This is an optimization exercise on Yosys and OpenROAD, whose aim is small area, a short achievable clock period and few clock cycles per item, not a production implementation. The RTL was checked by simulation tests, not by an equivalence proof against the original design. Power is estimated from default activity; no workload was simulated.

==> flow/design.v <==
module alu_top (
    input wire clk,
    input wire rst,
    input wire in_valid,
    output wire in_ready,
    input wire [2:0] opcode,
    input wire [31:0] a,
    input wire [31:0] b,
    output reg out_valid,
    output reg [31:0] result
);
    localparam K = 4;           
    localparam NCH = 32 / K;    
    localparam ADD = 3'd0, MUL = 3'd1, SUB = 3'd2, DIV = 3'd3,
               SHR = 3'd4, SHL = 3'd5, NOR = 3'd6, XOR = 3'd7;
    reg [31:0] A, B;
    reg [2:0]  op;
    reg        full;        
    reg        first;       
    reg        ready_c;     
    reg        ready_f;     
    wire       ready_q = ready_c | ready_f;
    reg [5:0]  cnt;         
    reg        swp_q;       
    reg        nready_c_o, nready_f_o;
    assign in_ready = ~(nready_c_o & nready_f_o);
    function [5:0] nchunks(input [31:0] v);
        integer j;
        begin
            nchunks = 6'd0;
            for (j = 0; j < NCH; j = j + 1)
                if (|v[K*j +: K]) nchunks = j + 1;
        end
    endfunction
    function [33:0] add33(input [32:0] x, input [32:0] y, input ci, input kill);
        integer i, l;
        reg [33:0] g, p, g2, p2;
        begin
            g = {x & y & {33{~kill}}, ci & ~kill};
            p = {x ^ y, 1'b0};
            for (l = 1; l < 34; l = l * 2) begin
                g2 = g;
                p2 = p;
                for (i = 0; i < 34; i = i + 1)
                    if ((i / l) % 2 == 1) begin
                        g2[i] = g[i] | (p[i] & g[(i / l) * l - 1]);
                        p2[i] = p[i] & p[(i / l) * l - 1];
                    end
                g = g2;
                p = p2;
            end
            add33 = {g[33], (x ^ y) ^ g[32:0]};
        end
    endfunction
    wire is_mul = (op == MUL);
    wire is_div = (op == DIV);
    wire is_md  = is_mul | is_div;
    wire is_as  = (op == ADD) | (op == SUB);
    wire [5:0] cha = nchunks(A);
    wire [5:0] chb = nchunks(B);
    wire       b_zero = (chb == 6'd0);
    wire       swp   = first & is_mul & swp_q;
    wire [5:0] n_mul = swp ? chb : cha;
    wire [6:0] n_dd  = {1'b0, cha} - {1'b0, chb};
    wire [5:0] n_div = b_zero ? NCH : (n_dd[6] ? 6'd1 : n_dd[5:0] + 6'd1);
    wire [5:0] n = is_mul ? n_mul : n_div;
    wire [5:0] r = is_md ? (n * K) :
                   (op == SHL) ? (6'd32 - {1'b0, B[4:0]}) :
                   (op == SHR) ? {1'b0, B[4:0]} : K;    
    wire [5:0] m = 6'd32 - r;
    wire [31:0] rin = swp ? B : A;
    reg  [31:0] rot;
    always @(*) begin
        rot = rin;
        if (r[0]) rot = {rot[0], rot[31:1]};
        if (r[1]) rot = {rot[1:0], rot[31:2]};
        if (r[2]) rot = {rot[3:0], rot[31:4]};
        if (r[3]) rot = {rot[7:0], rot[31:8]};
        if (r[4]) rot = {rot[15:0], rot[31:16]};
    end
    reg  [31:0] low;
    integer i;
    always @(*) begin
        for (i = 0; i < 32; i = i + 1)
            low[i] = (i < m);
    end
    wire [31:0] rot_lo = rot & low;
    wire [31:0] rot_hi = rot & ~low;
    wire inv = is_div | (op == SUB);
    wire [31:0] R0 = first ? rot_lo : result;
    wire [31:0] Q0 = first ? rot_hi : A;
    wire [31:0] D  = swp ? A : B;
    reg  [31:0] Rs, Qs;
    reg  [32:0] r2, y;
    reg  [33:0] s;
    reg         en, kl;
    wire is_xor = (op == XOR);
    integer k;
    always @(*) begin
        Rs = R0;
        Qs = Q0;
        for (k = 0; k < K; k = k + 1) begin
            en = is_mul ? Qs[31] : (is_div | (k == K - 1));
            kl = is_xor & (k == K - 1);
            r2 = {Rs, ~is_mul & Qs[31]};
            y  = en ? ({1'b0, D} ^ {33{inv}}) : 33'd0;
            s  = add33(r2, y, inv & en, kl);
            Rs = (is_div & ~s[33]) ? r2[31:0] : s[31:0];
            Qs = {Qs[30:0], is_div & s[33]};
        end
    end
    wire fin_first = ~is_md | (n <= 6'd1);
    wire fin = full & (first ? fin_first : (cnt == 6'd0));
    wire fin_next = first ? (n == 6'd2) : (cnt == 6'd1);
    wire big = |B[31:5];
    reg [31:0] misc;
    always @(*) begin
        case (op[1:0])
            2'b00: misc = big ? 32'd0 : rot_lo;     
            2'b01: misc = big ? 32'd0 : rot_hi;     
            2'b10: misc = ~(A | B);                 
            default: misc = ~(A | B);               
        endcase
    end
    reg [NCH-1:0] anz, tb;
    integer j;
    always @(*) begin
        for (j = 0; j < NCH; j = j + 1)
            anz[j] = |a[K*j +: K];
        for (j = 0; j < NCH; j = j + 1)
            tb[j] = |(b >> (K*j));
    end
    wire b_fewer = |(anz & ~tb);
    wire div_fast = tb[0] & ~b_fewer;
    wire rc_next = ~in_valid | (opcode != MUL && opcode != DIV);
    wire rf_next = opcode[1] ? div_fast : (~|a[31:K] | ~|b[31:K]);
    always @(posedge clk) begin
        if (ready_q) begin
            A  <= a;
            B  <= b;
            op <= opcode;
            swp_q <= b_fewer;
        end else begin
            A <= Qs;
            if (swp) B <= A;
        end
        result <= (is_div & fin) ? Qs : ((op[2] & ~is_xor) ? misc : Rs);
        if (first) cnt <= n - 6'd2;
        else       cnt <= cnt - 6'd1;
        if (rst) begin
            full <= 1'b0;
            first <= 1'b0;
            ready_c <= 1'b1;
            ready_f <= 1'b0;
            nready_c_o <= 1'b0;
            nready_f_o <= 1'b1;
            out_valid <= 1'b0;
        end else begin
            out_valid <= fin;
            if (ready_q) begin
                full <= in_valid;
                first <= in_valid;
                ready_c <= rc_next;
                ready_f <= rf_next;
                nready_c_o <= ~rc_next;
                nready_f_o <= ~rf_next;
            end else begin
                full <= ~fin;
                first <= 1'b0;
                ready_c <= fin | fin_next;
                ready_f <= 1'b0;
                nready_c_o <= ~(fin | fin_next);
                nready_f_o <= 1'b1;
            end
        end
    end
endmodule
clock: 100.0 ns
lec_check: 0
abc_area: 1
cap_margin: 20
core_margin: 2
core_utilization: 40
slew_margin: 20
standard.sh (not shown) runs the stock make flow with config.mk's settings and CLKGATE_MAP_FILE= SYNTH_SCRIPT=/design/flow/synth_recipe.tcl, a recipe that flattens the netlist after the stock synthesis.
==> flow/flow/run.sh <==
#!/bin/bash
# Standard layout, with buf_2 cells as the port buffers (instead of the
# delay buffer buffer_ports picks by default), and the operand pins (a[i]
# next to b[i]) and the result pins each kept together on the die edge.
export BUFFER_PORTS_ARGS="-buffer_cell sky130_fd_sc_hd__buf_2"
export PLACE_PINS_ARGS="-group_pins {in_valid opcode[0] opcode[1] opcode[2] a[0] b[0] a[1] b[1] a[2] b[2] a[3] b[3] a[4] b[4] a[5] b[5] a[6] b[6] a[7] b[7] a[8] b[8] a[9] b[9] a[10] b[10] a[11] b[11] a[12] b[12] a[13] b[13] a[14] b[14] a[15] b[15] a[16] b[16] a[17] b[17] a[18] b[18] a[19] b[19] a[20] b[20] a[21] b[21] a[22] b[22] a[23] b[23] a[24] b[24] a[25] b[25] a[26] b[26] a[27] b[27] a[28] b[28] a[29] b[29] a[30] b[30] a[31] b[31]} -group_pins {in_ready out_valid result[0] result[1] result[2] result[3] result[4] result[5] result[6] result[7] result[8] result[9] result[10] result[11] result[12] result[13] result[14] result[15] result[16] result[17] result[18] result[19] result[20] result[21] result[22] result[23] result[24] result[25] result[26] result[27] result[28] result[29] result[30] result[31]}"
bash standard.sh > standard.log 2>&1
The baseline went through all stages and came out clean.
Testbench counts at the start, summed over its fixed seeds: cycles 93,116, ops 64,000.
Rerun with:
--- a/flow/design.v
+++ b/flow/design.v
@@ -21,10 +21,9 @@
     reg        ready_f;     
     wire       ready_q = ready_c | ready_f;
     reg [5:0]  cnt;         
     reg        swp_q;       
-    reg        nready_c_o, nready_f_o;
-    assign in_ready = ~(nready_c_o & nready_f_o);
+    assign in_ready = ready_q;
     function [5:0] nchunks(input [31:0] v);
         integer j;
         begin
             nchunks = 6'd0;
@@ -131,10 +130,8 @@
             tb[j] = |(b >> (K*j));
     end
     wire b_fewer = |(anz & ~tb);
     wire div_fast = tb[0] & ~b_fewer;
-    wire rc_next = ~in_valid | (opcode != MUL && opcode != DIV);
-    wire rf_next = opcode[1] ? div_fast : (~|a[31:K] | ~|b[31:K]);
     always @(posedge clk) begin
         if (ready_q) begin
             A  <= a;
             B  <= b;
@@ -151,27 +148,22 @@
             full <= 1'b0;
             first <= 1'b0;
             ready_c <= 1'b1;
             ready_f <= 1'b0;
-            nready_c_o <= 1'b0;
-            nready_f_o <= 1'b1;
             out_valid <= 1'b0;
         end else begin
             out_valid <= fin;
             if (ready_q) begin
                 full <= in_valid;
                 first <= in_valid;
-                ready_c <= rc_next;
-                ready_f <= rf_next;
-                nready_c_o <= ~rc_next;
-                nready_f_o <= ~rf_next;
+                ready_c <= ~in_valid | (opcode != MUL && opcode != DIV);
+                ready_f <= (opcode == MUL && (~|a[31:K] || ~|b[31:K])) |
+                           (opcode == DIV && div_fast);
             end else begin
                 full <= ~fin;
                 first <= 1'b0;
                 ready_c <= fin | fin_next;
                 ready_f <= 1'b0;
-                nready_c_o <= ~(fin | fin_next);
-                nready_f_o <= 1'b1;
             end
         end
     end
 endmodule
What happened: The changed run completed without violations; global-route usage is lower by 0.64 points; clock-buffer cell count is lower by 9; worst setup slack gets worse by 530 ps; total power is lower by about 1.4%; wire length is lower by 1.8%; area after synthesis is lower by about 1.1%; final cell count is about the same; sequential power barely changes; critical path depth stays the same.
Testbench counts after the change, summed over its fixed seeds: cycles 93,116, ops 64,000.

==> port drivers added, routing unchanged <==
No port has a modelled driver above. Below, the same layouts with a new extraction and two added sets of constraints. Step 1 assumes that a clkbuf_16 drives the clock port and a buf_2 every other input. Step 2, shift: input delay + t, output delay - t, t = (earliest + latest rising clock arrival at the registers) / 2. This alone moves slack from input paths to output paths. Slacks: no drivers / after step 1 / after step 2; pairs: no drivers / after step 1.
run	t, ns	slack for setup (ns)	worst hold slack (ns)	worst slew at a driven data input, ns	cell pins on the clock port's net
the first run	0.492	78.516 / 78.550 / 78.058	0.471 / 0.471 / 0.471	0.05	1
the second run	0.415	77.987 / 78.012 / 77.597	0.480 / 0.480 / 0.480	0.04	1
After both steps every run listed still meets setup and hold. The setup slack of the first run, which loses most, moves by +0.034 ns with the drivers and by -0.458 ns with both steps.
